From an optimization exercise on the open Yosys and OpenROAD flow, aimed at small area; shortcuts taken in it are not production practice. The RTL was checked by simulation tests, not by an equivalence proof against the original design. Power is estimated from default activity; no workload was simulated.

**flow/config.mk**
```make
export PLATFORM = sky130hd
export DESIGN_NAME = pe_array
export DESIGN_NICKNAME = pe_array
export VERILOG_FILES = /design/flow/design.v
export SDC_FILE = /design/flow/constraint.sdc
export NUM_CORES = 4
export LEC_CHECK = 0
export ABC_AREA = 1
export CAP_MARGIN = 20
export CORE_MARGIN = 2
export CORE_UTILIZATION = 60
export CTS_BUF_LIST = sky130_fd_sc_hd__clkbuf_4
export SLEW_MARGIN = 20
export SYNTH_HIERARCHICAL = 1
```
**flow/constraint.sdc**
```tcl
create_clock -name core_clock -period 6.0 [get_ports {clk_i}]
set_input_delay 1.2000 -clock core_clock [delete_from_list [all_inputs] [get_ports {clk_i}]]
set_output_delay 1.2000 -clock core_clock [all_outputs]
set_load 0.01 [all_outputs]
```
**flow/design.v**
```verilog
module fa (input a, input b, input c, output s, output co);
  assign s  = a ^ b ^ c;
  assign co = (a & b) | (c & (a ^ b));
endmodule
module ha (input a, input b, output s, output co);
  assign s  = a ^ b;
  assign co = a & b;
endmodule
module pe (
  input         clk_i,
  input         comp_i,    
  input         acc_i,     
  input         accm_i,    
  input         accc_i,    
  input         max_i,     
  input         add_i,     
  input         f_i,       
  input  [7:0]  an_i,      
  input  [7:0]  a_i,       
  input  [7:0]  b_i,       
  output [7:0]  psum_o
);
  reg  [15:0] p_q;
  reg         gtm_q;       
  wire hi0 = ~|p_q[15:7];
  wire hi1 = &p_q[15:7];
  wire [7:0] x = {~p_q[7], p_q[6:0]};
  wire [7:0] y = {~an_i[7], an_i[6:0]};
  wire [8:0] lgt;
  assign lgt[0] = 1'b0;
  genvar i;
  generate for (i = 0; i < 8; i = i + 1) begin : g_cmp
    assign lgt[i+1] = (x[i] & ~y[i]) | (~(x[i] ^ y[i]) & lgt[i]);
  end endgenerate
  wire gt = (~p_q[15] & ~hi0) | ((hi0 | hi1) & lgt[8]);
  always @(posedge clk_i) gtm_q <= max_i & gt;
  wire [7:0] bb = {{7{accc_i}} & b_i[7:1], (accc_i & b_i[0]) | (accm_i & ~gtm_q)};
  wire z2 = acc_i & gtm_q & add_i;
  wire z1 = comp_i | (acc_i & (add_i ^ gtm_q));
  wire [15:0] z = ({16{z1}} & p_q) | ({16{z2}} & {p_q[14:0], 1'b0});
  wire [15:0] sum;
  wire pp1;
  wire pp2;
  wire pp3;
  wire pp4;
  wire pp5;
  wire pp6;
  wire pp7;
  wire pp8;
  wire pp9;
  wire pp10;
  wire pp11;
  wire pp12;
  wire pp13;
  wire pp14;
  wire pp15;
  wire pp16;
  wire pp17;
  wire pp18;
  wire pp19;
  wire pp20;
  wire pp21;
  wire pp22;
  wire pp23;
  wire pp24;
  wire pp25;
  wire pp26;
  wire pp27;
  wire pp28;
  wire pp29;
  wire pp30;
  wire pp31;
  wire pp32;
  wire pp33;
  wire pp34;
  wire pp35;
  wire pp36;
  wire pp37;
  wire pp38;
  wire pp39;
  wire pp40;
  wire pp41;
  wire pp42;
  wire pp43;
  wire pp44;
  wire pp45;
  wire pp46;
  wire pp47;
  wire pp48;
  wire pp49;
  wire pp50;
  wire pp51;
  wire pp52;
  wire pp53;
  wire pp54;
  wire pp55;
  wire pp56;
  wire pp57;
  wire pp58;
  wire pp59;
  wire pp60;
  wire pp61;
  wire pp62;
  wire pp63;
  wire pp64;
  wire s65;
  wire c66;
  wire s67;
  wire c68;
  wire s69;
  wire c70;
  wire s71;
  wire c72;
  wire s73;
  wire c74;
  wire s75;
  wire c76;
  wire s77;
  wire c78;
  wire s79;
  wire c80;
  wire s81;
  wire c82;
  wire s83;
  wire c84;
  wire s85;
  wire c86;
  wire s87;
  wire c88;
  wire s89;
  wire c90;
  wire s91;
  wire c92;
  wire s93;
  wire c94;
  wire s95;
  wire c96;
  wire s97;
  wire c98;
  wire s99;
  wire c100;
  wire s101;
  wire c102;
  wire s103;
  wire c104;
  wire s105;
  wire c106;
  wire s107;
  wire c108;
  wire s109;
  wire c110;
  wire s111;
  wire c112;
  wire s113;
  wire c114;
  wire s115;
  wire c116;
  wire s117;
  wire c118;
  wire s119;
  wire c120;
  wire s121;
  wire c122;
  wire s123;
  wire c124;
  wire s125;
  wire c126;
  wire s127;
  wire c128;
  wire s129;
  wire c130;
  wire s131;
  wire c132;
  wire s133;
  wire c134;
  wire s135;
  wire c136;
  wire s137;
  wire c138;
  wire s139;
  wire c140;
  wire s141;
  wire c142;
  wire s143;
  wire c144;
  wire s145;
  wire c146;
  wire s147;
  wire c148;
  wire s149;
  wire c150;
  wire s151;
  wire c152;
  wire s153;
  wire c154;
  wire s155;
  wire c156;
  wire s157;
  wire c158;
  wire s159;
  wire c160;
  wire s161;
  wire c162;
  wire s163;
  wire c164;
  wire s165;
  wire c166;
  wire s167;
  wire c168;
  wire s169;
  wire c170;
  wire s171;
  wire c172;
  wire s173;
  wire c174;
  wire s175;
  wire c176;
  wire s177;
  wire c178;
  wire s179;
  wire c180;
  wire s181;
  wire c182;
  wire s183;
  wire c184;
  wire s185;
  wire c186;
  wire s187;
  wire c188;
  wire s189;
  wire c190;
  wire s191;
  wire c192;
  wire o193;
  wire o194;
  wire p195;
  wire o196;
  wire p197;
  wire o198;
  wire p199;
  wire k200;
  wire s201;
  wire c202;
  wire s203;
  wire c204;
  wire s205;
  wire c206;
  wire s207;
  wire c208;
  wire o209;
  wire o210;
  wire p211;
  wire o212;
  wire p213;
  wire o214;
  wire p215;
  wire k216;
  wire s217;
  wire c218;
  wire s219;
  wire c220;
  wire s221;
  wire c222;
  wire s223;
  wire o224;
  wire o225;
  wire p226;
  wire o227;
  wire p228;
  wire o229;
  wire p230;
  wire o231;
  assign pp1 = a_i[0] & bb[0];
  assign pp2 = a_i[0] & bb[1];
  assign pp3 = a_i[0] & bb[2];
  assign pp4 = a_i[0] & bb[3];
  assign pp5 = a_i[0] & bb[4];
  assign pp6 = a_i[0] & bb[5];
  assign pp7 = a_i[0] & bb[6];
  assign pp8 = ~(a_i[0] & bb[7]);
  assign pp9 = a_i[1] & bb[0];
  assign pp10 = a_i[1] & bb[1];
  assign pp11 = a_i[1] & bb[2];
  assign pp12 = a_i[1] & bb[3];
  assign pp13 = a_i[1] & bb[4];
  assign pp14 = a_i[1] & bb[5];
  assign pp15 = a_i[1] & bb[6];
  assign pp16 = ~(a_i[1] & bb[7]);
  assign pp17 = a_i[2] & bb[0];
  assign pp18 = a_i[2] & bb[1];
  assign pp19 = a_i[2] & bb[2];
  assign pp20 = a_i[2] & bb[3];
  assign pp21 = a_i[2] & bb[4];
  assign pp22 = a_i[2] & bb[5];
  assign pp23 = a_i[2] & bb[6];
  assign pp24 = ~(a_i[2] & bb[7]);
  assign pp25 = a_i[3] & bb[0];
  assign pp26 = a_i[3] & bb[1];
  assign pp27 = a_i[3] & bb[2];
  assign pp28 = a_i[3] & bb[3];
  assign pp29 = a_i[3] & bb[4];
  assign pp30 = a_i[3] & bb[5];
  assign pp31 = a_i[3] & bb[6];
  assign pp32 = ~(a_i[3] & bb[7]);
  assign pp33 = a_i[4] & bb[0];
  assign pp34 = a_i[4] & bb[1];
  assign pp35 = a_i[4] & bb[2];
  assign pp36 = a_i[4] & bb[3];
  assign pp37 = a_i[4] & bb[4];
  assign pp38 = a_i[4] & bb[5];
  assign pp39 = a_i[4] & bb[6];
  assign pp40 = ~(a_i[4] & bb[7]);
  assign pp41 = a_i[5] & bb[0];
  assign pp42 = a_i[5] & bb[1];
  assign pp43 = a_i[5] & bb[2];
  assign pp44 = a_i[5] & bb[3];
  assign pp45 = a_i[5] & bb[4];
  assign pp46 = a_i[5] & bb[5];
  assign pp47 = a_i[5] & bb[6];
  assign pp48 = ~(a_i[5] & bb[7]);
  assign pp49 = a_i[6] & bb[0];
  assign pp50 = a_i[6] & bb[1];
  assign pp51 = a_i[6] & bb[2];
  assign pp52 = a_i[6] & bb[3];
  assign pp53 = a_i[6] & bb[4];
  assign pp54 = a_i[6] & bb[5];
  assign pp55 = a_i[6] & bb[6];
  assign pp56 = ~(a_i[6] & bb[7]);
  assign pp57 = ~(a_i[7] & bb[0]);
  assign pp58 = ~(a_i[7] & bb[1]);
  assign pp59 = ~(a_i[7] & bb[2]);
  assign pp60 = ~(a_i[7] & bb[3]);
  assign pp61 = ~(a_i[7] & bb[4]);
  assign pp62 = ~(a_i[7] & bb[5]);
  assign pp63 = ~(a_i[7] & bb[6]);
  assign pp64 = a_i[7] & bb[7];
  ha u_s65 (.a(pp14), .b(pp21), .s(s65), .co(c66));
  fa u_s67 (.a(pp15), .b(pp22), .c(pp29), .s(s67), .co(c68));
  ha u_s69 (.a(pp36), .b(pp43), .s(s69), .co(c70));
  fa u_s71 (.a(1'b1), .b(pp16), .c(pp23), .s(s71), .co(c72));
  fa u_s73 (.a(pp30), .b(pp37), .c(pp44), .s(s73), .co(c74));
  fa u_s75 (.a(pp24), .b(pp31), .c(pp38), .s(s75), .co(c76));
  ha u_s77 (.a(pp12), .b(pp19), .s(s77), .co(c78));
  fa u_s79 (.a(pp13), .b(pp20), .c(pp27), .s(s79), .co(c80));
  ha u_s81 (.a(pp34), .b(pp41), .s(s81), .co(c82));
  fa u_s83 (.a(pp28), .b(pp35), .c(pp42), .s(s83), .co(c84));
  fa u_s85 (.a(pp49), .b(pp7), .c(s65), .s(s85), .co(c86));
  fa u_s87 (.a(pp50), .b(pp57), .c(pp8), .s(s87), .co(c88));
  fa u_s89 (.a(c66), .b(s69), .c(s67), .s(s89), .co(c90));
  fa u_s91 (.a(pp51), .b(pp58), .c(c70), .s(s91), .co(c92));
  fa u_s93 (.a(c68), .b(s71), .c(s73), .s(s93), .co(c94));
  fa u_s95 (.a(pp45), .b(pp52), .c(pp59), .s(s95), .co(c96));
  fa u_s97 (.a(c72), .b(c74), .c(s75), .s(s97), .co(c98));
  fa u_s99 (.a(pp32), .b(pp39), .c(pp46), .s(s99), .co(c100));
  fa u_s101 (.a(pp53), .b(pp60), .c(c76), .s(s101), .co(c102));
  fa u_s103 (.a(pp40), .b(pp47), .c(pp54), .s(s103), .co(c104));
  ha u_s105 (.a(pp11), .b(pp18), .s(s105), .co(c106));
  fa u_s107 (.a(pp26), .b(pp33), .c(pp5), .s(s107), .co(c108));
  fa u_s109 (.a(pp6), .b(c78), .c(s81), .s(s109), .co(c110));
  fa u_s111 (.a(c82), .b(c80), .c(s83), .s(s111), .co(c112));
  fa u_s113 (.a(c84), .b(s87), .c(c86), .s(s113), .co(c114));
  fa u_s115 (.a(c88), .b(s91), .c(c90), .s(s115), .co(c116));
  fa u_s117 (.a(s95), .b(c92), .c(c94), .s(s117), .co(c118));
  fa u_s119 (.a(c96), .b(s99), .c(s101), .s(s119), .co(c120));
  fa u_s121 (.a(pp61), .b(c100), .c(s103), .s(s121), .co(c122));
  fa u_s123 (.a(pp48), .b(pp55), .c(pp62), .s(s123), .co(c124));
  ha u_s125 (.a(pp10), .b(pp17), .s(s125), .co(c126));
  fa u_s127 (.a(pp25), .b(pp4), .c(s105), .s(s127), .co(c128));
  fa u_s129 (.a(c106), .b(s77), .c(s107), .s(s129), .co(c130));
  fa u_s131 (.a(c108), .b(s79), .c(s109), .s(s131), .co(c132));
  fa u_s133 (.a(c110), .b(s85), .c(s111), .s(s133), .co(c134));
  fa u_s135 (.a(c112), .b(s89), .c(s113), .s(s135), .co(c136));
  fa u_s137 (.a(s93), .b(c114), .c(s115), .s(s137), .co(c138));
  fa u_s139 (.a(s97), .b(c116), .c(s117), .s(s139), .co(c140));
  fa u_s141 (.a(c98), .b(c118), .c(s119), .s(s141), .co(c142));
  fa u_s143 (.a(c102), .b(s121), .c(c120), .s(s143), .co(c144));
  fa u_s145 (.a(c104), .b(s123), .c(c122), .s(s145), .co(c146));
  fa u_s147 (.a(pp56), .b(pp63), .c(c124), .s(s147), .co(c148));
  fa u_s149 (.a(pp2), .b(pp9), .c(z[1]), .s(s149), .co(c150));
  fa u_s151 (.a(pp3), .b(s125), .c(z[2]), .s(s151), .co(c152));
  fa u_s153 (.a(c126), .b(s127), .c(z[3]), .s(s153), .co(c154));
  fa u_s155 (.a(c128), .b(s129), .c(z[4]), .s(s155), .co(c156));
  fa u_s157 (.a(c130), .b(s131), .c(z[5]), .s(s157), .co(c158));
  fa u_s159 (.a(c132), .b(s133), .c(z[6]), .s(s159), .co(c160));
  fa u_s161 (.a(c134), .b(s135), .c(z[7]), .s(s161), .co(c162));
  fa u_s163 (.a(c136), .b(s137), .c(z[8]), .s(s163), .co(c164));
  fa u_s165 (.a(c138), .b(s139), .c(z[9]), .s(s165), .co(c166));
  fa u_s167 (.a(c140), .b(s141), .c(z[10]), .s(s167), .co(c168));
  fa u_s169 (.a(c142), .b(s143), .c(z[11]), .s(s169), .co(c170));
  fa u_s171 (.a(s145), .b(c144), .c(z[12]), .s(s171), .co(c172));
  fa u_s173 (.a(s147), .b(c146), .c(z[13]), .s(s173), .co(c174));
  fa u_s175 (.a(pp64), .b(c148), .c(z[14]), .s(s175), .co(c176));
  ha u_s177 (.a(pp1), .b(z[0]), .s(s177), .co(c178));
  ha u_s179 (.a(s149), .b(c178), .s(s179), .co(c180));
  fa u_s181 (.a(c150), .b(s151), .c(c180), .s(s181), .co(c182));
  fa u_s183 (.a(c152), .b(s153), .c(c182), .s(s183), .co(c184));
  ha u_s185 (.a(c154), .b(s155), .s(s185), .co(c186));
  fa u_s187 (.a(c156), .b(s157), .c(c186), .s(s187), .co(c188));
  fa u_s189 (.a(c158), .b(s159), .c(c188), .s(s189), .co(c190));
  fa u_s191 (.a(c160), .b(s161), .c(c190), .s(s191), .co(c192));
  assign o193 = s185 ^ c184;
  assign o194 = s187 ^ (c184 & s185);
  assign p195 = s185 & s187;
  assign o196 = s189 ^ (c184 & p195);
  assign p197 = p195 & s189;
  assign o198 = s191 ^ (c184 & p197);
  assign p199 = p197 & s191;
  assign k200 = c192 | (c184 & p199);
  ha u_s201 (.a(c162), .b(s163), .s(s201), .co(c202));
  fa u_s203 (.a(c164), .b(s165), .c(c202), .s(s203), .co(c204));
  fa u_s205 (.a(c166), .b(s167), .c(c204), .s(s205), .co(c206));
  fa u_s207 (.a(c168), .b(s169), .c(c206), .s(s207), .co(c208));
  assign o209 = s201 ^ k200;
  assign o210 = s203 ^ (k200 & s201);
  assign p211 = s201 & s203;
  assign o212 = s205 ^ (k200 & p211);
  assign p213 = p211 & s205;
  assign o214 = s207 ^ (k200 & p213);
  assign p215 = p213 & s207;
  assign k216 = c208 | (k200 & p215);
  ha u_s217 (.a(c170), .b(s171), .s(s217), .co(c218));
  fa u_s219 (.a(c172), .b(s173), .c(c218), .s(s219), .co(c220));
  fa u_s221 (.a(c174), .b(s175), .c(c220), .s(s221), .co(c222));
  assign s223 = z[15] ^ c176 ^ c222;
  assign o224 = s217 ^ k216;
  assign o225 = s219 ^ (k216 & s217);
  assign p226 = s217 & s219;
  assign o227 = s221 ^ (k216 & p226);
  assign p228 = p226 & s221;
  assign o229 = s223 ^ (k216 & p228);
  assign p230 = p228 & s223;
  assign o231 = ~o229;
  assign sum = {o231, o227, o225, o224, o214, o212, o210, o209, o198, o196, o194, o193, s183, s181, s179, s177};
  always @(posedge clk_i) p_q <= sum;
  assign psum_o = p_q[15:8] & {8{~(acc_i & f_i)}};
endmodule
module pe_array(
  input  clk_i,
  input  rst_ni,
  input  clr_i,
  output clr_o,
  input  we_i,
  output we_o,
  input  [1:0] mode_i,
  input  [64-1:0] srca_word_i,
  output [64-1:0] srca_word_o,
  input  [8-1:0] srcb_i,
  output [64-1:0] wordp_o
);
  reg         run_q, acc_q, m_q;
  reg  [63:0] srca_q;
  reg  [55:0] b_q;       
  reg  [7:0]  b8_q;
  reg  [8:1]  c_q;       
  reg         c9_q;
  reg  [9:0]  we_q;
  reg  [63:0] wordp_q;
  always @(posedge clk_i or negedge rst_ni) begin
    if (!rst_ni) begin
      run_q <= 1'b0; acc_q <= 1'b0; m_q <= 1'b0;
      srca_q <= 64'd0; b_q <= 56'd0; c_q <= 8'd0; we_q <= 10'd0;
    end else begin
      run_q  <= 1'b1;
      acc_q  <= run_q & ~acc_q;
      m_q    <= (mode_i == 2'b01);
      srca_q <= srca_word_i;
      b_q    <= {b_q[47:0], srcb_i};
      c_q    <= {c_q[7:1], clr_i};
      we_q   <= {we_q[8:0], we_i};
    end
  end
  always @(posedge clk_i) begin
    b8_q <= b_q[55:48];
    c9_q <= c_q[8];
  end
  wire [71:0] bop = {b8_q, b_q};
  wire [9:1]  cc  = {c9_q, c_q};
  wire [63:0] psum;
  wire comp = run_q & ~acc_q;
  wire accm = acc_q & m_q;
  wire accc = acc_q & ~m_q;
  wire accmax = (mode_i == 2'b01);
  genvar k;
  generate for (k = 0; k < 8; k = k + 1) begin : g_pe
    pe u_pe (
      .clk_i   (clk_i),
      .comp_i  (comp),
      .acc_i   (acc_q),
      .accm_i  (accm),
      .accc_i  (accc),
      .max_i   (accmax),
      .add_i   (~accmax & ~(cc[k+1] | cc[k+2])),
      .f_i     (cc[k+2]),
      .an_i    (srca_word_i[8*k+7:8*k]),
      .a_i     (srca_q[8*k+7:8*k]),
      .b_i     (bop[8*k+7:8*k]),
      .psum_o  (psum[8*k+7:8*k])
    );
    always @(posedge clk_i or negedge rst_ni) begin
      if (!rst_ni) wordp_q[8*k+7:8*k] <= 8'd0;
      else if (we_q[2+k]) wordp_q[8*k+7:8*k] <= psum[8*k+7:8*k];
    end
  end endgenerate
  assign clr_o       = c_q[1];
  assign we_o        = we_q[0];
  assign srca_word_o = srca_q;
  assign wordp_o     = wordp_q;
endmodule
```
**flow/run.sh**
```bash
#!/bin/bash
# synth_recipe.tcl (not shown) runs the flow's synth.tcl, then flattens the netlist and writes it again
# the make line also repeats each setting of config.mk as NAME=value (left out here)
make -C /OpenROAD-flow-scripts/flow DESIGN_CONFIG=/design/flow/config.mk WORK_HOME=/design/flow/orfs CLKGATE_MAP_FILE= SYNTH_SCRIPT=/design/flow/synth_recipe.tcl finish
```
==> run summary, run 1 <==
die area 48600 µm²; Worst setup EP type register; drc violations 0; Critical Path Source Type register; most used cell, CP fa_1; Reg2Reg Setup Slack 0.16 ns; post-synthesis area per instance ~10 µm²; final hold vios 0; Die Y around 220 µm; Inserted Clock Buffers 97; period utilization 97.3%; vias in the first global route between 20k and 25k; share of layout cells above drive strength 1 approximately 8.4%; Synthesis Warnings 8; largest net degree at the start of global routing 100; Syn-to-layout area delta 15.3%; Core Region 46500 µm²; crit path kind register to register; RSZ-0062 raised after global routing yes; CP top delay family adder cells; Fmax 171 MHz; register area share after synthesis 28.6%; synthesized area 28100 µm²; maximum VDD drop between 300 and 400 µV; Final ANT Viol Nets 0; Reg2Reg Depth 17; max_slew headroom 45.6%; post-DP HPWL 55000 µm; CTS tree done; Netlist cell types 28; worst reg2reg startpoint acc_q; initial antenna violation count 2; slowest cell on the critical path fa_1; via/cell ratio 5.35; Yosys reg bits 350; Clock Sinks 350; status timing/DRC/antenna clean; Leak 16.2 nW; Critical Path RT 6.72 ns; Max FO, Critical Path 56; Final #Nets 3837; global route overflow 0; Die Wd 221 µm; Maximum Capacitance Violations 0; crit-path max cell delay 0.57 ns; syn_nets 3534; num rows between 70 and 80; Total Routing Usage GR 30.2%; slew of the pin with the lowest slew margin roughly 0.82 ns; final slew viol count 0; crit path buf inv count 2; Levels on crit path 17; initial drt markers 1346; Pwr Density 353 nW/µm²; worst skew pair latency 0.87 ns; Final Util 69.8%; Post-Synthesis Cells 2808; DR vias 20.3k; Critical Path Start acc_q; global-route wire length before repair 114000 µm; IO buf count ~210; DR WL/cell 18.0 µm; Hold Path Class register to register; htree depth 3; fin area roughly 32000 µm²; Critical Path, Cell by Cell inv_1 > nor2_4 > buf_12 > nand2_1 > nor2_1 > fa_1 > fa_1 > fa_1 > fa_1 > fa_1 > ha_1 > fa_1 > fa_1 > fa_1 > a21o_4 > ha_1 > xor2_1; Final setup viols 0; Initial Utilization around 61%; Final min period between 5 and 6 ns; clock skew 0.0559 ns; dpl cell area 31100 µm²; Setup Buffers After CTS 0; GPL Wtd Cong 0.998; clk buf depth 3; DRT Wirelength 68300 µm; first-pass iteration count of the detailed router 8; io pins 208; clock slew at reported path FFs 0.06 ns; CP arrival 6.56 ns; worst reg2reg endpoint g_pe[1].u_pe.p_q[13]; Worst Setup EP g_pe[1].u_pe.p_q[13]; CTS Root Cell clkbuf_4
## layer usage
| layer | routed length, µm | GRT usage, % |
|---|---|---|
| met3 | 3540 | 5.61 |
| met4 | 2110 | 10.2 |
| met1 | 27800 | 39.0 |
| met2 | 34900 | 51.5 |
| met5 | 0 | 0 |
## synth_stat cells
cell type	number	share of area (%)
o21ai_0	67	1.2
nand3_1	64	1.1
ha_1	168	7.5
a21oi_1	24	0.43
nor4_1	16	0.36
o22ai_1	120	2.7
o21ai_1	5	0.089
nor2_1	514	6.9
dfxtp_1	145	10
o21bai_4	8	0.53
fa_1	480	34
xor2_1	72	2.2
nand4_1	16	0.36
a21oi_2	8	0.25
buf_6	8	0.32
a21o_4	8	0.43
xnor2_1	8	0.25
dfrtp_1	205	18
nor2_4	8	0.32
conb_1	9	0.12
nand2_1	353	4.7
nand3_4	8	0.50
inv_1	445	5.9
nor2_2	1	0.022
clkbuf_1	24	0.32
nand4_2	8	0.36
buf_2	8	0.14
nand3_2	8	0.28
## cells in the final DEF, fill, tap and decap left out, types with 72 or more instances in the layout
cell             synthesis  routed
inv_1                  445     443
clkbuf_4                 0     144
xor2_1                  72      72
ha_1                   168     168
nand2_1                353     345
nor2_1                 514     513
o22ai_1                120     120
dfrtp_1                205     204
dfxtp_1                145     145
clkdlybuf4s50_1          0     206
fa_1                   480     480
## cell type report
type,count,area (µm²)
Fill cell,3625,14000
Timing Repair Buffer,244,2390
Antenna cell,3,7.51
Sequential cell,350,8040
Multi-Input combinational cell,1973,18200
Clock inverter,39,251
Tap cell,607,759
Clock buffer,144,1080
Inverter,445,1670
## kinds of logic (layout without fill, tap and decap cells)
logic type,count (synthesis),in the layout,share of synthesized area [%]
AND/OR/NAND/NOR,996,996,14.9
adder cells (fa/ha/maj),648,648,41.6
buffers and inverters,485,872,6.72
flip-flops,350,350,28.6
AO/OA/AOI/OAI,240,240,5.59
XOR/XNOR,80,80,2.49
other,9,12,0.120
## registers in the layout, indices dropped and copies added (netlist names)
register,flops
g_pe.u_pe.p_q,128
srca_q,64
wordp_q,64
b_q,56
we_q,10
b8_q,8
c_q,8
g_pe.u_pe.gtm_q,8
acc_q,1
c9_q,1
m_q,1
run_q,1
## repair_timing
item,CTS,global route
hold buffers,0,0
gates resized for setup,0,10
endpoints found under the setup margin,0,7
## modules after synthesis, one instance, submodules excluded
module / copies in the design / flip-flops and latches / area [µm²] / cells
fa: 480 / 0 / 20.0 / 1
ha: 88 / 0 / 12.5 / 1
pe: 8 / 17 / 1390 / 224
pe_array: 1 / 214 / 6330 / 448
## power breakdown
part	switching (mW)	internal [mW]
clock	1.09	1.24
sequential	0.501	3.03
combinational	3.12	2.47
## worst min path at each step
stage / cells after the start / end / start / slack [ns]
2_1_floorplan: 0 / we_q[2] / we_q[1] / 0.33
3_3_place_gp: 0 / we_q[2] / we_q[1] / 0.33
3_5_place_dp: 0 / we_q[2] / we_q[1] / 0.34
4_1_cts: 0 / b_q[55] / b_q[47] / 0.35
5_1_grt: 0 / we_q[2] / we_q[1] / 0.37
6_report: 0 / b_q[55] / b_q[47] / 0.36
## stage by stage
step,std cells,worst slack (ns),hold WS (ns),setup TNS [ns],power [mW]
after floorplan,2808,-0.0167,0.331,-0.134,7.52
after global placement,3619,0.287,0.335,0,8.96
after detailed placement,3619,0.199,0.339,0,9.16
after CTS,3802,0.143,0.346,0,11.6
after global routing,3805,-0.00965,0.365,-0.0190,12.5
final,3805,0.163,0.356,0,11.5
==> run 2: changes to the inputs <==
--- a/flow/config.mk
+++ b/flow/config.mk
@@ -9,6 +9,7 @@
 export CAP_MARGIN = 20
 export CORE_MARGIN = 2
 export CORE_UTILIZATION = 60
-export CTS_BUF_LIST = sky130_fd_sc_hd__clkbuf_4
+export CTS_CLUSTER_DIAMETER = 100
+export CTS_CLUSTER_SIZE = 30
 export SLEW_MARGIN = 20
 export SYNTH_HIERARCHICAL = 1
==> run summary, run 2 <==
status timing/DRC/antenna clean; Final setup viols 0; commonest non-fill, non-tap cell in the layout nor2_1; Cells after DPL 3619; Core Region 46500 µm²; Syn-to-layout area delta 12.6%; ys flop type dfrtp_1; Synth top cells by count nor2_1, fa_1, inv_1; Final Util 68.2%; worst reg2reg startpoint acc_q; Hold Path Depth 0; Critical Path, Cell by Cell inv_1 > nor2_4 > buf_12 > nand2_1 > nor2_1 > fa_1 > fa_1 > fa_1 > fa_1 > fa_1 > ha_1 > fa_1 > fa_1 > fa_1 > a21o_4 > ha_1 > xor2_1; share of layout cells above drive strength 1 4.20%; IO buf count 207; top cell type's share of synthesized area 34.2%; Pwr Density 335 nW/µm²; Compound-Gate Fraction of Synth Area 5.59%; RSZ-0062 raised after global routing no; Post-synth EDFFs 0; most used cell, CP fa_1; DR vias 19.8k; Initial Utilization 60.6%; final hold vios 0; vias in the first global route approximately 22k; main combinational cell family by area after synthesis adder cells; Inserted Clock Buffers 18; syn_nets 3534; clock slew at reported path FFs 0.11 ns; hold slack 0.355 ns; Clock Sinks 350; crit path kind register to register; Setup TNS 0 ns; max FFs per register 128; largest cells by area after synthesis fa_1, dfrtp_1, dfxtp_1; worst reg2reg endpoint g_pe[1].u_pe.p_q[13]; Critical Path RT 6.46 ns; period utilization between 90% and 100%; GPL Wtd Cong 0.998; num rows 79; Leak 15.8 nW; Post-synth ARST share 58.6%; Post-Synthesis Cells between 2k and 3k; drc violations 0; Final ANT Viol Nets 0; Worst setup EP type register; slew of the pin with the lowest slew margin approximately 0.8 ns; max_slew headroom a little under half; Die Y about 220 µm; Synth Area in Adders 41.6%; io pins approximately 210; Final WS setup about 0.19 ns; final slew viol count 0; worst skew pair latency 0.56 ns; pre-CTS WS 0.199 ns; post-DP HPWL 55000 µm; Max FO, Critical Path 56; top-count cell post-synth nor2_1; clock skew 0.0247 ns; largest net degree at the start of global routing 100; post-synthesis area per instance 10.0 µm²; CTS tree done; Die Wd 221 µm; mux cell area share after synthesis 0%; # diodes 0; DR WL/cell roughly 18 µm; Fmax ~170 MHz; post-synth top area cell fa_1; crit-path max cell delay 0.57 ns; slowest cell on the critical path fa_1; final non-filler cell total 3651; Hold Path Class register to register; htree depth 1; synthesized area 28100 µm²; Final min period approximately 5.8 ns; hold wc startpoint we_q[1]; Final #Nets 3758; Synthesis Warnings 8; simple-gate portion of the synthesized area roughly 15%; first-pass iteration count of the detailed router 6; register area share after synthesis between 20% and 30%; CTS Root Cell clkbuf_16; via/cell ratio 5.42; clk buf depth 3; maximum VDD drop about 370 µV; Critical Path Source Type register; hold endpoint we_q[2]; most frequent cells in the layout nor2_1, fa_1, inv_1; CP arrival 6.28 ns; die area 48600 µm²; Largest Register g_pe.u_pe.p_q; DRT Wirelength 66900 µm; initial antenna violation count 0; post-synthesis xor/xnor area fraction 2.49%; Maximum Capacitance Violations 0; Reg2Reg Setup Slack 0.19 ns; Reg2Reg Depth 17; global route overflow 0; Total Routing Usage GR 29.3%; Netlist cell types 28; initial drt markers about 1.3k; top flop regs g_pe.u_pe.p_q: 128 flops, srca_q: 64 flops, wordp_q: 64 flops; Yosys reg bits 350; global-route wire length before repair between 100000 and 150000 µm
run 2: kinds of logic (layout without fill, tap and decap cells):
| logic type | after synthesis | in the layout |
|---|---|---|
| xor gates and xnor gates | 80 | 80 |
| adders and majority gates | 648 | 648 |
| DFF | 350 | 350 |
| buffers and inverters | 485 | 721 |
| other | 9 | 9 |
| and+or+nand+nor | 996 | 996 |
| AOI/OAI and AO/OA | 240 | 240 |
run 2: worst max path at each step:
stage               slack (ns)  depth (start not counted)              endpoint  start
floorplan                -0.02                         17  g_pe[0].u_pe.p_q[13]  acc_q
global placement          0.29                         17  g_pe[6].u_pe.p_q[13]  acc_q
detailed placement        0.20                         17  g_pe[6].u_pe.p_q[13]  acc_q
CTS                       0.19                         17  g_pe[1].u_pe.p_q[13]  acc_q
global route             0.003                         17  g_pe[2].u_pe.p_q[13]  acc_q
finish                    0.19                         17  g_pe[1].u_pe.p_q[13]  acc_q
run 2: layout make-up:
type                    instances  area (µm²)
multi-input cells            1973       18200
inverters                     445        1670
flip-flops and latches        350        8040
clock inverters                 9         113
fillers                      3672       14800
clock buffers                  23         490
repair buffers                244        2390
well taps                     607         759
run 2: what timing repair did:
item	4_1_cts	5_1_grt
gates resized for setup	0	3
endpoints found under the setup margin	0	3
setup buffers	0	0
hold buffers	0	0
run 2: Yosys stat by module (local to each module, per instance):
module,flops+latches,area (µm²),copies in the design
fa,0,20.0,480
ha,0,12.5,88
pe,17,1390,8
pe_array,214,6330,1
run 2: metrics by stage:
| stage | area (µm²) | total power, mW |
|---|---|---|
| after floorplan | 28200 | 7.52 |
| after global placement | 31100 | 8.96 |
| after detailed placement | 31100 | 9.16 |
| after CTS | 31700 | 10.7 |
| after global routing | 31700 | 11.6 |
| final | 31700 | 10.6 |
run 2: layer usage:
layer  wire (µm)  vias to the layer above  global-route usage (%)
met5           0                        -                       0
met4        2390                        0                    9.29
met3        3510                      127                    4.37
met2       33800                      554                    50.2
met1       27200                     9958                    38.6
li1            -                     9140                       -
run 2: worst max-delay path, delay by kind of cell, from the launching register on:
kind / cells / cell delay (ns)
simple gates: 3 / 0.56
fa+ha+maj: 10 / 3.98
flops: 1 / 0.42
xor+xnor: 1 / 0.14
buf+inv: 2 / 0.33
compound gates: 1 / 0.25
run 2: where the power goes:
| group | switching (mW) | internal (mW) |
|---|---|---|
| Clock | 0.878 | 0.629 |
| Combinational | 3.11 | 2.47 |
| Sequential | 0.498 | 3.02 |
==> run 3: changes to the inputs <==
--- a/flow/config.mk
+++ b/flow/config.mk
@@ -9,7 +9,7 @@
 export CAP_MARGIN = 20
 export CORE_MARGIN = 2
 export CORE_UTILIZATION = 60
-export CTS_CLUSTER_DIAMETER = 100
-export CTS_CLUSTER_SIZE = 30
+export CTS_CLUSTER_DIAMETER = 70
+export CTS_CLUSTER_SIZE = 20
 export SLEW_MARGIN = 20
 export SYNTH_HIERARCHICAL = 1
==> run summary, run 3 <==
post-DP HPWL 55000 µm; Fmax 172 MHz; top flop regs g_pe.u_pe.p_q: 128 flops, srca_q: 64 flops, wordp_q: 64 flops; Initial Utilization 60.6%; Final min period around 5.8 ns; DR vias just under 20k; DRT Wirelength 67400 µm; DR WL/cell 18.3 µm; global route overflow 0; max FFs per register between 100 and 150; via/cell ratio between 5 and 6; clock slew at reported path FFs 0.08 ns; Post-synth EDFFs 0; GPL Wtd Cong 0.998; clock skew 0.0205 ns; slowest cell on the critical path fa_1; Total Routing Usage GR 29.4%; largest net degree at the start of global routing 100; Power, Total approximately 11 mW; multi-input logic area approximately 18000 µm²; final slew viol count 0; Die Wd 221 µm; io pins 208; top-count cell post-synth nor2_1; Register Area 8040 µm²; ys flop type dfrtp_1; num rows 79; Core Region roughly 46000 µm²; Final #Nets approximately 3.8k; first-pass iteration count of the detailed router 9; # diodes 0; Critical Path, Cell by Cell inv_1 > nor2_4 > buf_12 > nand2_1 > nor2_1 > fa_1 > fa_1 > fa_1 > fa_1 > fa_1 > ha_1 > fa_1 > fa_1 > fa_1 > a21o_4 > ha_1 > xor2_1; status timing/DRC/antenna clean; Pwr Density approximately 350 nW/µm²; Final setup viols 0; maximum VDD drop 342 µV; top cell type's share of synthesized area 34.2%; Die Y 221 µm; global-route wire length before repair 112000 µm; Clock Sinks 350; initial antenna violation count 0; vias in the first global route 21.8k; clk buf depth 3; CTS Root Cell clkbuf_16; Post-synth ARST share 58.6%; commonest non-fill, non-tap cell in the layout nor2_1; Critical Path RT 6.49 ns; Synth top cells by count nor2_1, fa_1, inv_1; Hold Path Class register to register; worst skew pair latency 0.61 ns; Final WS setup 0.170 ns; Max FO, Critical Path 56; Worst setup EP type register; Netlist cell types 28; register area share after synthesis 28.6%; Maximum Capacitance Violations 0; post-synth top area cell fa_1; largest cells by area after synthesis fa_1, dfrtp_1, dfxtp_1; pre-CTS WS between 0.15 and 0.2 ns; Cells after DPL ~3.6k; share of layout cells above drive strength 1 4.95%; IO buf count between 200 and 250; Final ANT Viol Nets 0; synthesized area around 28000 µm²; RSZ-0062 raised after global routing no; crit-path max cell delay 0.57 ns; CTS tree done; Leak 16.0 nW; CP arrival 6.32 ns; Syn-to-layout area delta 14.3%; Fill cells 3607; slew of the pin with the lowest slew margin 0.814 ns; Post-CTS Hold Fix Bufs 0; htree depth 1; Inserted Clock Buffers 30; period utilization 97.2%; Post-Synthesis Cells 2808; die area 48600 µm²; drc violations 0; most frequent cells in the layout nor2_1, fa_1, inv_1; max_slew headroom a little under half; crit path kind register to register; post-synthesis area per instance 10.0 µm²; final non-filler cell total approximately 3.7k; initial drt markers 1343; Synthesis Warnings 8; most used cell, CP fa_1; Yosys reg bits 350; Largest Register g_pe.u_pe.p_q; syn_nets 3534; Critical Path Source Type register; final hold vios 0
## run 3: cell types whose count changed in the layout (fill, tap and decap cells not counted)
cell	delta
bufinv_16	+1
clkbuf_16	+12
clkbuf_8	+3
clkinv_2	-1
clkinv_4	+2
clkinvlp_4	+1
inv_12	+4
inv_16	-2
inv_6	-3
inv_8	+7
## run 3: layout make-up
cell class	count	share of cell area, %
Tap cell	607	2.36
Sequential cell	350	25.0
Multi-Input combinational cell	1973	56.7
Clock buffer	38	2.59
Clock inverter	18	0.747
Timing Repair Buffer	244	7.44
Inverter	445	5.19
## run 3: power breakdown
group | switching [mW] | internal, mW | total, mW
clock | 1.04 | 1.09 | 2.13
combinational | 3.12 | 2.47 | 5.59
sequential | 0.502 | 3.03 | 3.53
total | 4.66 | 6.59 | 11.2
## run 3: kinds of logic after synthesis
logic type	synth area share, %
fa+ha+maj	41.6
buf+inv	6.72
flops	28.6
simple gates	14.9
compound gates	5.59
xor+xnor	2.49
other cells	0.120
## run 3: worst paths after layout
kind                         start                    to  slack (ns)  cells past startpoint
setup / recovery             acc_q  g_pe[1].u_pe.p_q[13]        0.17                     17
hold / removal             we_q[1]               we_q[2]        0.36                      0
setup reg to reg             acc_q  g_pe[1].u_pe.p_q[13]        0.17                     17
hold reg to reg            we_q[1]               we_q[2]        0.36                      0
max in group asynchronous   rst_ni           wordp_q[12]        4.06                      2
min in group asynchronous   rst_ni            srca_q[53]        0.64                      1
## run 3: what timing repair did
item,CTS,global route
gates resized for setup,0,3
endpoints found under the setup margin,0,2
setup buffers,0,0
## run 3: per-module statistics from Yosys, one instance, submodules excluded
module,times used,cells inside,cell area [µm²],flops+latches
ha,88,1,12.5,0
pe,8,224,1390,17
pe_array,1,448,6330,214
fa,480,1,20.0,0
## run 3: metrics by stage
step	hold slack, ns	instance area [µm²]	util [%]	setup TNS (ns)
final	0.358	32200	69.2	0
after global routing	0.364	32200	69.2	0
after CTS	0.361	32100	69.2	0
after detailed placement	0.339	31100	66.9	0
after global placement	0.335	31100	66.9	0
after floorplan	0.331	28200	-	-0.134
## run 3: metal layers
layer | track usage [%] | wire (µm) | vias up
met5 | 0 | 0 | -
met4 | 10.0 | 2580 | 0
met3 | 4.88 | 3870 | 143
met2 | 50.6 | 34000 | 578
met1 | 38.2 | 26900 | 9981
li1 | - | - | 9180
## run 3: critical path: cells and delay by family, from the launching register on
kind | cells | cell delay, ns
and+or+nand+nor | 3 | 0.55
adders and majority gates | 10 | 3.99
DFF | 1 | 0.42
buffers and inverters | 2 | 0.32
xor gates and xnor gates | 1 | 0.14
AOI/OAI and AO/OA | 1 | 0.25
==> run 4: changes to the inputs <==
--- a/flow/config.mk
+++ b/flow/config.mk
@@ -8,8 +8,6 @@
 export ABC_AREA = 1
 export CAP_MARGIN = 20
 export CORE_MARGIN = 2
-export CORE_UTILIZATION = 60
-export CTS_CLUSTER_DIAMETER = 70
-export CTS_CLUSTER_SIZE = 20
+export CORE_UTILIZATION = 40
 export SLEW_MARGIN = 20
 export SYNTH_HIERARCHICAL = 1
==> run summary, run 4 <==
Post-synth ARST share 58.6%; hold wc startpoint we_q[1]; Pint roughly 7.2 mW; RSZ-0062 raised after global routing no; Critical Path Source Type register; Hold Path Class register to register; share of layout cells above drive strength 1 6.09%; Syn-to-layout area delta 17.9%; top flop regs g_pe.u_pe.p_q: 128 flops, srca_q: 64 flops, wordp_q: 64 flops; clk buf depth 3; ys flop type dfrtp_1; Post-Synthesis Cells 2808; Cells after DPL 3964; Reg power frac 29.5%; drc violations 0; post-synthesis area per instance 10.0 µm²; maximum VDD drop 347 µV; CTS tree done; Leak 16.3 nW; DR vias 19.6k; final non-filler cell total slightly above 4k; vias in the first global route 21.5k; CP arrival 6.20 ns; global-route wire length before repair ~120000 µm; worst reg2reg startpoint acc_q; Critical Path Start acc_q; first-pass iteration count of the detailed router 5; Clk pwr share 24.0%; # diodes 0; via/cell ratio 4.84; met3 Resource Use GR 3.98%; post-DP HPWL 56400 µm; max FFs per register approximately 130; Synth top cells by count nor2_1, fa_1, inv_1; initial drt markers 1179; top-count cell post-synth nor2_1; Final ANT Viol Nets 0; Most Crowded Layer GR met2; htree depth 2; clock skew between 0.02 and 0.03 ns; Synthesis Warnings 8; top cell type's share of synthesized area 34.2%; CTS Root Cell clkbuf_16; commonest non-fill, non-tap cell in the layout nor2_1; slew of the pin with the lowest slew margin between 0.8 and 0.9 ns; register area share after synthesis roughly 29%; Initial Utilization approximately two fifths; GRT met2 Usage ~35%; clock slew at reported path FFs around 0.060 ns; met1 Usage GRT roughly a quarter; GPL Wtd Cong 0.902; Yosys reg bits 350; most frequent cells in the layout nor2_1, fa_1, inv_1; synthesized area around 28000 µm²; Post-synth EDFFs 0; num rows slightly below 100; Clock Sinks 350; Inserted Clock Buffers 43; Die Y between 200 and 300 µm; post-synth top area cell fa_1; Largest Register g_pe.u_pe.p_q; status timing/DRC/antenna clean; largest net degree at the start of global routing 113; Max FO, Critical Path 57; Total Routing Usage GR 20.0%; Comb pwr share 46.5%; max_slew headroom 42.7%; Final Util 47.5%; Fmax ~170 MHz; largest cells by area after synthesis fa_1, dfrtp_1, dfxtp_1; global route overflow 0; sw frac 39.3%; final hold vios 0; crit path kind register to register; period utilization 95.5%; DRT Wirelength between 60000 and 70000 µm; die area 72500 µm²; Sw Pwr 4.70 mW; Worst setup EP type register; syn_nets approximately 3.5k; DR WL/cell 17.1 µm; Critical Path RT between 6 and 7 ns; IO buf count 207; initial antenna violation count 0; Die Wd 269 µm; final slew viol count 0; Setup Buffers After CTS 0; Final min period approximately 5.7 ns; Final setup viols 0; Final #Nets 3795; Netlist cell types 28; Pwr Density 360 nW/µm²; Maximum Capacitance Violations 0; worst skew pair latency 0.59 ns; io pins 208; Core Region 69800 µm²
run 4: cell counts after synthesis:
No cell type changed its count.
run 4: final cells by class:
type | count | area, µm²
repair buffers | 256 | 2490
clock inverters | 28 | 385
multi-input cells | 1973 | 18200
flip-flops and latches | 350 | 8040
inverters | 445 | 1670
clock buffers | 52 | 1170
fillers | 6553 | 36600
well taps | 940 | 1180
run 4: per-module statistics from Yosys, one instance, submodules excluded:
module | copies in the design | area [µm²] | cells inside
ha | 88 | 12.5 | 1
pe_array | 1 | 6330 | 448
fa | 480 | 20.0 | 1
pe | 8 | 1390 | 224
run 4: repair_timing:
action / CTS / global route
resized for setup: 0 / 3
setup endpoints to repair: 0 / 2
hold buffers: 0 / 0
run 4: worst paths after layout:
kind / endpoint / slack [ns] / depth (start not counted)
worst max-delay path: g_pe[3].u_pe.p_q[13] / 0.27 / 17
worst min-delay path: we_q[2] / 0.35 / 0
worst max register to register: g_pe[3].u_pe.p_q[13] / 0.27 / 17
worst min register to register: we_q[2] / 0.35 / 0
max in group asynchronous: srca_q[15] / 4.26 / 2
min in group asynchronous: wordp_q[37] / 0.65 / 1
run 4: power groups by stage:
stage                     clock network [mW]  logic (mW)  registers, mW
after detailed placement                   0        5.60           3.55
after CTS                               2.96        5.66           3.52
after floorplan                            0        4.05           3.47
final                                   2.86        5.55           3.52
after global routing                    3.04        6.38           3.61
after global placement                     0        5.52           3.56
run 4: kinds of logic after synthesis:
kind of cell | synth area share, %
simple gates | 14.9
fa+ha+maj | 41.6
buf+inv | 6.72
flops | 28.6
compound gates | 5.59
xor+xnor | 2.49
other cells | 0.120
run 4: stage by stage:
stage,TNS (ns),setup slack (ns),cell area (µm²),total power [mW],hold WS [ns]
after detailed placement,0,0.177,31600,9.15,0.336
after CTS,0,0.140,33200,12.1,0.350
after global routing,0,0.00284,33200,13.0,0.354
after global placement,0,0.300,31600,9.08,0.336
after floorplan,-0.134,-0.0167,28200,7.52,0.331
final,0,0.271,33200,11.9,0.346
run 4: routing by layer:
layer  vias up  part of all wire (%)  wire length (µm)
met1      9747                    41             28500
met4         0                   2.8              1940
met5         -                     0                 0
li1       9237                     -                 -
met3        99                   5.8              4000
met2       488                    50             34700
run 4: worst max-delay path, stage by stage (launching register included):
cell and delay [ns]:
dfrtp_4 0.40, inv_1 0.06, nor2_4 0.18, buf_12 0.27, nand2_1 0.22, nor2_1 0.18, fa_1 0.45, fa_1 0.39
fa_1 0.50, fa_1 0.44, fa_1 0.47, ha_1 0.21, fa_1 0.38, fa_1 0.38, fa_1 0.50, a21o_4 0.25
ha_1 0.18, xor2_1 0.13
==> run 5: changes to the inputs <==
==> flow/flow/run.sh (new file) <==
#!/bin/bash
# The standard layout (standard synthesis, floorplan, placement, CTS, routing)
# with two changes in how the layout is made: the port buffers use the
# smallest buffer cell, and after global routing the resizer recovers area
# (downsizes cells) on paths with timing slack.
set -o pipefail
bash standard.sh "BUFFER_PORTS_ARGS=-buffer_cell sky130_fd_sc_hd__buf_1" RECOVER_POWER=100 finish > standard.log 2>&1
==> flow/standard.sh (new file) <==
#!/bin/bash
# synth_recipe.tcl (not shown) runs the flow's synth.tcl, then flattens the netlist and writes it again
# the make line also repeats each setting of config.mk as NAME=value (left out here)
make -C /OpenROAD-flow-scripts/flow DESIGN_CONFIG=/design/flow/config.mk WORK_HOME=/design/flow/orfs CLKGATE_MAP_FILE= SYNTH_SCRIPT=/design/flow/synth_recipe.tcl "${@:-finish}"
--- a/flow/config.mk
+++ b/flow/config.mk
@@ -8,6 +8,6 @@
 export ABC_AREA = 1
 export CAP_MARGIN = 20
 export CORE_MARGIN = 2
-export CORE_UTILIZATION = 40
+export CORE_UTILIZATION = 60
 export SLEW_MARGIN = 20
 export SYNTH_HIERARCHICAL = 1
removed: flow/run.sh
==> run summary, run 5 <==
io pins ~210; htree depth 2; largest cells by area after synthesis fa_1, dfrtp_1, dfxtp_1; initial drt markers 1215; syn_nets about 3.5k; Final setup viols 0; vias in the first global route 21.5k; Total Routing Usage GR 29.4%; Initial Utilization 60.6%; initial antenna violation count 1; clock skew 0.0293 ns; Final min period about 5.8 ns; RSZ-0062 raised after global routing yes; max_slew headroom -123%; Pwr Density 372 nW/µm²; DR vias between 15k and 20k; Leak about 16 nW; Inserted Clock Buffers 42; Blocking Checks capacitance limit, slew limit; Worst setup EP type register; register area share after synthesis between 20 and 30%; Cells after DPL 3613; Maximum Capacitance Violations 2; num rows 79; final hold vios 0; Fill cells 3730; simple-gate portion of the synthesized area 14.9%; Clock Sinks 350; Critical Path RT 6.46 ns; pre-CTS WS 0.125 ns; Post-Synthesis Cells 2808; Final WS setup 0.249 ns; Fmax between 150 and 200 MHz; top-count cell post-synth nor2_1; IO buf count 207; clock slew at reported path FFs about 0.06 ns; Die Y 221 µm; Yosys reg bits 350; largest net degree at the start of global routing 129; via/cell ratio about 5.4; die area slightly below 50000 µm²; final non-filler cell total 3693; Core Region about 46000 µm²; GPL Wtd Cong 0.966; Setup TNS 0 ns; drc violations 0; Final #Nets 3778; top cell type's share of synthesized area 34.2%; Max FO, Critical Path 18; post-synthesis area per instance 10.0 µm²; Post-synth ARST share 58.6%; mux cell area share after synthesis 0%; CTS Root Cell clkbuf_16; slew of the pin with the lowest slew margin 3.34 ns; Die Wd 221 µm; post-DP HPWL 54400 µm; CTS tree done; # diodes 0; worst skew pair latency 0.59 ns; share of layout cells above drive strength 1 4.93%; status failed layout checks; first-pass iteration count of the detailed router 5; Synth top cells by count nor2_1, fa_1, inv_1; Synth Area in Adders a little over two fifths; post-synth top area cell fa_1; commonest non-fill, non-tap cell in the layout nor2_1; top flop regs g_pe.u_pe.p_q: 128 flops, srca_q: 64 flops, wordp_q: 64 flops; DRT Wirelength 67400 µm; Compound-Gate Fraction of Synth Area 5.59%; synthesized area 28100 µm²; max FFs per register 128; period utilization roughly 96%; DR WL/cell ~18 µm; Largest Register g_pe.u_pe.p_q; crit path kind register to register; final slew viol count 192; Synthesis Warnings 8; CP arrival around 6.2 ns; clk buf depth 3; Netlist cell types 28; Power, Total 11.6 mW; post-synthesis xor/xnor area fraction 2.49%; Post-synth EDFFs 0; global route overflow 0; Syn-to-layout area delta 11.0%; Final ANT Viol Nets 0; main combinational cell family by area after synthesis adder cells; global-route wire length before repair 111000 µm; most frequent cells in the layout nor2_1, fa_1, inv_1; ys flop type dfrtp_1; Hold Path Class register to register; Critical Path Source Type register; Setup Buffers After CTS 0; maximum VDD drop 322 µV
-- run 5: cell count changes in the layout (fill, tap and decap cells not counted), sizes merged --
cell,before,now
clkbuf,52,64
clkinvlp,4,3
clkdlybuf4s50,206,0
inv,448,447
buf,50,233
clkinv,13,8
-- run 5: where the power goes --
part,internal (mW),switching (mW)
clock,1.71,1.07
sequential,3.03,0.503
combinational,2.21,3.10
-- run 5: path summary, 6_finish.rpt --
kind / from / end / slack [ns] / cells past startpoint
max: acc_q / g_pe[1].u_pe.p_q[13] / 0.25 / 17
min: we_q[1] / we_q[2] / 0.35 / 0
max reg2reg: acc_q / g_pe[1].u_pe.p_q[13] / 0.25 / 17
min reg2reg: we_q[1] / we_q[2] / 0.35 / 0
max in group asynchronous: rst_ni / acc_q / 1.18 / 2
min in group asynchronous: rst_ni / srca_q[33] / 0.73 / 1
-- run 5: routing by layer --
metal	wire [µm]	track usage [%]	part of all wire, %
met4	2200	9.69	3.3
met5	13	0	0.019
met1	27400	39.0	41
met2	34000	49.9	50
met3	3870	4.73	5.7
-- run 5: what timing repair did --
action / CTS / global route
hold buffers: 0 / 0
endpoints found under the setup margin: 0 / 7
gates resized for setup: 0 / 5
-- run 5: logic make-up (layout without fill, tap and decap cells) --
| group | after synthesis | in the layout |
|---|---|---|
| and+or+nand+nor | 996 | 996 |
| buffers and inverters | 485 | 763 |
| DFF | 350 | 350 |
| AOI/OAI and AO/OA | 240 | 240 |
| other | 9 | 9 |
| adders and majority gates | 648 | 648 |
| xor gates and xnor gates | 80 | 80 |
-- run 5: layout make-up --
type                    count  area, µm²  area share [%]
multi-input cells        1973      18200            58.3
inverters                 445       1670            5.35
well taps                 607        759            2.43
flip-flops and latches    350       8040            25.7
repair buffers            240       1080            3.47
clock buffers              57       1160            3.71
clock inverters            21        332            1.06
-- run 5: critical path, stage by stage (launching register included) --
cell and delay, ns:
dfrtp_4 0.41, inv_1 0.06, nor2_4 0.24, buf_12 0.22
nand2_1 0.18, nor2_1 0.19, fa_1 0.45, fa_1 0.40
fa_1 0.51, fa_1 0.43, fa_1 0.48, ha_1 0.21
fa_1 0.38, fa_1 0.39, fa_1 0.50, a21o_4 0.25
ha_1 0.19, xor2_1 0.13
-- run 5: modules after synthesis, one instance, submodules excluded --
module | area [µm²] | cells inside
pe_array | 6330 | 448
ha | 12.5 | 1
fa | 20.0 | 1
pe | 1390 | 224
-- run 5: metrics by stage --
step           area [µm²]  hold WS, ns  utilization, %
2_1_floorplan       28200        0.331               -
3_3_place_gp        29700        0.333            64.0
3_5_place_dp        29700        0.339            64.0
4_1_cts             31200        0.353            67.2
5_1_grt             31200        0.370            67.2
6_report            31200        0.353            67.2
==> run 6: changes to the inputs <==
==> flow/flow/run.sh (replaced) <==
#!/bin/bash
# The standard layout (standard synthesis, floorplan, placement, CTS, routing)
# with one change in how the layout is made: the port buffers use the
# smallest buffer cell (the resizer still upsizes any that need it).
set -o pipefail
bash standard.sh "BUFFER_PORTS_ARGS=-buffer_cell sky130_fd_sc_hd__buf_1" finish > standard.log 2>&1
--- a/flow/config.mk
+++ b/flow/config.mk
@@ -9,5 +9,7 @@
 export CAP_MARGIN = 20
 export CORE_MARGIN = 2
 export CORE_UTILIZATION = 60
+export CTS_CLUSTER_DIAMETER = 70
+export CTS_CLUSTER_SIZE = 20
 export SLEW_MARGIN = 20
 export SYNTH_HIERARCHICAL = 1
==> run summary, run 6 <==
Reg power frac 31.4%; crit-path max cell delay between 0.5 and 0.6 ns; RSZ-0062 raised after global routing yes; via/cell ratio 5.43; clock slew at reported path FFs around 0.080 ns; worst reg2reg endpoint g_pe[1].u_pe.p_q[13]; num rows 79; hold wc startpoint we_q[1]; top-count cell post-synth nor2_1; Yosys reg bits between 300 and 400; final non-filler cell total 3677; Largest Register g_pe.u_pe.p_q; Critical Path RT about 6.5 ns; IO buf count approximately 210; initial antenna violation count 1; Initial Utilization 60.6%; Sw Pwr 4.74 mW; post-DP HPWL between 50000 and 60000 µm; Synth top cells by count nor2_1, fa_1, inv_1; Critical Path Source Type register; worst skew pair latency ~0.57 ns; Post-CTS Hold Fix Bufs 0; Fmax 172 MHz; Die Wd 221 µm; share of layout cells above drive strength 1 5.31%; Critical Path, Cell by Cell inv_1 > nor2_4 > buf_12 > nand2_1 > nor2_1 > fa_1 > fa_1 > fa_1 > fa_1 > fa_1 > ha_1 > fa_1 > fa_1 > fa_1 > a21o_4 > ha_1 > xor2_1; Total Routing Usage GR 29.3%; global route overflow 0; register area share after synthesis between 20 and 30%; largest net degree at the start of global routing ~130; period utilization 96.8%; Clk pwr share 21.3%; commonest non-fill, non-tap cell in the layout nor2_1; GPL Wtd Cong 0.966; top cell type's share of synthesized area about a third; Final setup viols 0; Cells after DPL 3613; most used cell, CP fa_1; max FFs per register 128; first-pass iteration count of the detailed router 8; Synthesis Warnings 8; Inserted Clock Buffers 35; Syn-to-layout area delta 10.4%; Reg2Reg Setup Slack 0.19 ns; hold endpoint we_q[2]; drc violations 0; CTS tree done; Power, Total 11.2 mW; Comb pwr share 47.3%; Leak roughly 15 nW; clk buf depth 3; Post-Synthesis Cells 2808; post-synthesis area per instance 10.0 µm²; post-synth top area cell fa_1; status timing/DRC/antenna clean; Final #Nets ~3.8k; Worst setup EP type register; Max FO, Critical Path 35; most frequent cells in the layout nor2_1, fa_1, inv_1; crit path kind register to register; worst reg2reg startpoint acc_q; initial drt markers 1318; Pint between 6 and 7 mW; Fill cells around 3.7k; final slew viol count 0; crit path buf inv count 2; die area 48600 µm²; max_slew headroom between 40% and 50%; DR WL/cell 18.2 µm; syn_nets approximately 3.5k; DR vias 20.0k; Post-synth ARST share 58.6%; ys flop type dfrtp_1; slew of the pin with the lowest slew margin a little over 0.8 ns; Maximum Capacitance Violations 0; top flop regs g_pe.u_pe.p_q: 128 flops, srca_q: 64 flops, wordp_q: 64 flops; CP top delay family adder cells; # diodes 0; DRT Wirelength 66800 µm; Clock Sinks 350; Netlist cell types 28; final hold vios 0; io pins 208; htree depth 2; slowest cell on the critical path fa_1; Hold Path Depth 0; CP arrival 6.26 ns; vias in the first global route 21.4k; maximum VDD drop between 300 and 400 µV; Hold Path Class register to register; Core Region between 40000 and 50000 µm²; synthesized area 28100 µm²; sw frac 42.2%; clock skew 0.0265 ns; Pwr Density roughly 360 nW/µm²; Post-synth EDFFs 0; Critical Path Start acc_q; CTS Root Cell clkbuf_16; largest cells by area after synthesis fa_1, dfrtp_1, dfxtp_1; global-route wire length before repair 110000 µm; Die Y 221 µm; Final ANT Viol Nets 0; Reg2Reg Depth 17; Final min period ~5.8 ns
==> run 6: metal layers <==
| layer | vias to the layer above | global-route usage [%] | wire [µm] |
|---|---|---|---|
| met2 | 596 | 49.6 | 33700 |
| met5 | - | 0 | 13 |
| met1 | 10100 | 39.0 | 27100 |
| li1 | 9173 | - | - |
| met4 | 2 | 9.89 | 2340 |
| met3 | 151 | 4.54 | 3650 |
==> run 6: area by class of cell <==
type                            instances  area [µm²]  area share, %
Clock inverter                         25         323           1.04
Tap cell                              607         759           2.45
Multi-Input combinational cell       1973       18200           58.7
Timing Repair Buffer                  239        1090           3.51
Inverter                              445        1670           5.38
Sequential cell                       350        8040           25.9
Clock buffer                           38         930           2.99
==> run 6: power by group through the flow <==
stage                     Clock, mW  Sequential [mW]  Combinational [mW]
after detailed placement          0             3.56                5.32
after global routing           2.54             3.61                6.13
after global placement            0             3.55                5.13
final                          2.39             3.53                5.31
after floorplan                   0             3.47                4.05
after CTS                      2.45             3.52                5.37
==> run 6: repair_timing <==
action / 4_1_cts / 5_1_grt
resized for setup: 0 / 9
buffers inserted: 0 / 0
endpoints found under the setup margin: 0 / 8
==> run 6: cells by family after synthesis <==
kind of cell	synth area share [%]
compound gates	5.59
xor+xnor	2.49
fa+ha+maj	41.6
buf+inv	6.72
flops	28.6
other cells	0.120
simple gates	14.9
==> run 6: worst max-delay path by stage <==
stage                                 endpoint  slack [ns]  cells past startpoint
final                     g_pe[1].u_pe.p_q[13]        0.19                     17
after global routing      g_pe[2].u_pe.p_q[13]       -0.03                     17
after CTS                 g_pe[1].u_pe.p_q[13]        0.12                     17
after detailed placement  g_pe[1].u_pe.p_q[13]        0.13                     17
after global placement    g_pe[1].u_pe.p_q[13]        0.24                     17
after floorplan           g_pe[0].u_pe.p_q[13]       -0.02                     17
==> run 6: metrics by stage <==
step	setup WS (ns)	hold slack (ns)	setup TNS, ns	util, %	cell area [µm²]
global placement	0.244	0.333	0	64.0	29700
CTS	0.122	0.357	0	66.7	31000
floorplan	-0.0167	0.331	-0.134	-	28200
finish	0.189	0.356	0	66.8	31000
global route	-0.0266	0.373	-0.0584	66.8	31000
detailed placement	0.125	0.339	0	64.0	29700
==> run 6: per-module statistics from Yosys (local to each module, per instance) <==
module,cells inside,area [µm²],times used
ha,1,12.5,88
pe_array,448,6330,1
fa,1,20.0,480
pe,224,1390,8

port drivers added, routing unchanged:
The results above use ideal ports. As a check the final layouts listed here were re-extracted and re-timed, cells and wires unchanged. Step 1 sets driving cells, clkbuf_16 on the clock port and buf_2 on the other inputs (assumed; they add their load-dependent delay and slew). Step 2 moves the port delays by t, midway between the first and last clock arrival at a register: inputs arrive t later, outputs are due t later. That takes back most of the time a late clock gives input paths. Three values: ideal, step 1, step 2; two values: the first two.
run	shift t [ns]	setup WS [ns]	worst hold slack (ns)	worst setup path after step 2	slew at the worst register clock pin (ns)
run 1	0.903	0.163 / 0.163 / 0.163	0.356 / 0.356 / 0.356	register to register	0.08 / 0.08
run 2	0.611	0.186 / 0.186 / 0.186	0.355 / 0.355 / 0.355	register to register	0.12 / 0.12
run 3	0.652	0.170 / 0.170 / 0.170	0.358 / 0.358 / 0.358	register to register	0.08 / 0.08
run 4	0.638	0.271 / 0.271 / 0.243	0.346 / 0.346 / 0.346	input to register	0.07 / 0.07
run 5	0.631	0.249 / 0.249 / 0.119	0.353 / 0.353 / 0.353	input to register	0.06 / 0.06
run 6	0.615	0.189 / 0.189 / 0.189	0.356 / 0.356 / 0.356	register to register	0.08 / 0.08
The setup slack of run 5, which loses most, moves by 0.000 ns with the drivers and by -0.130 ns with both steps.
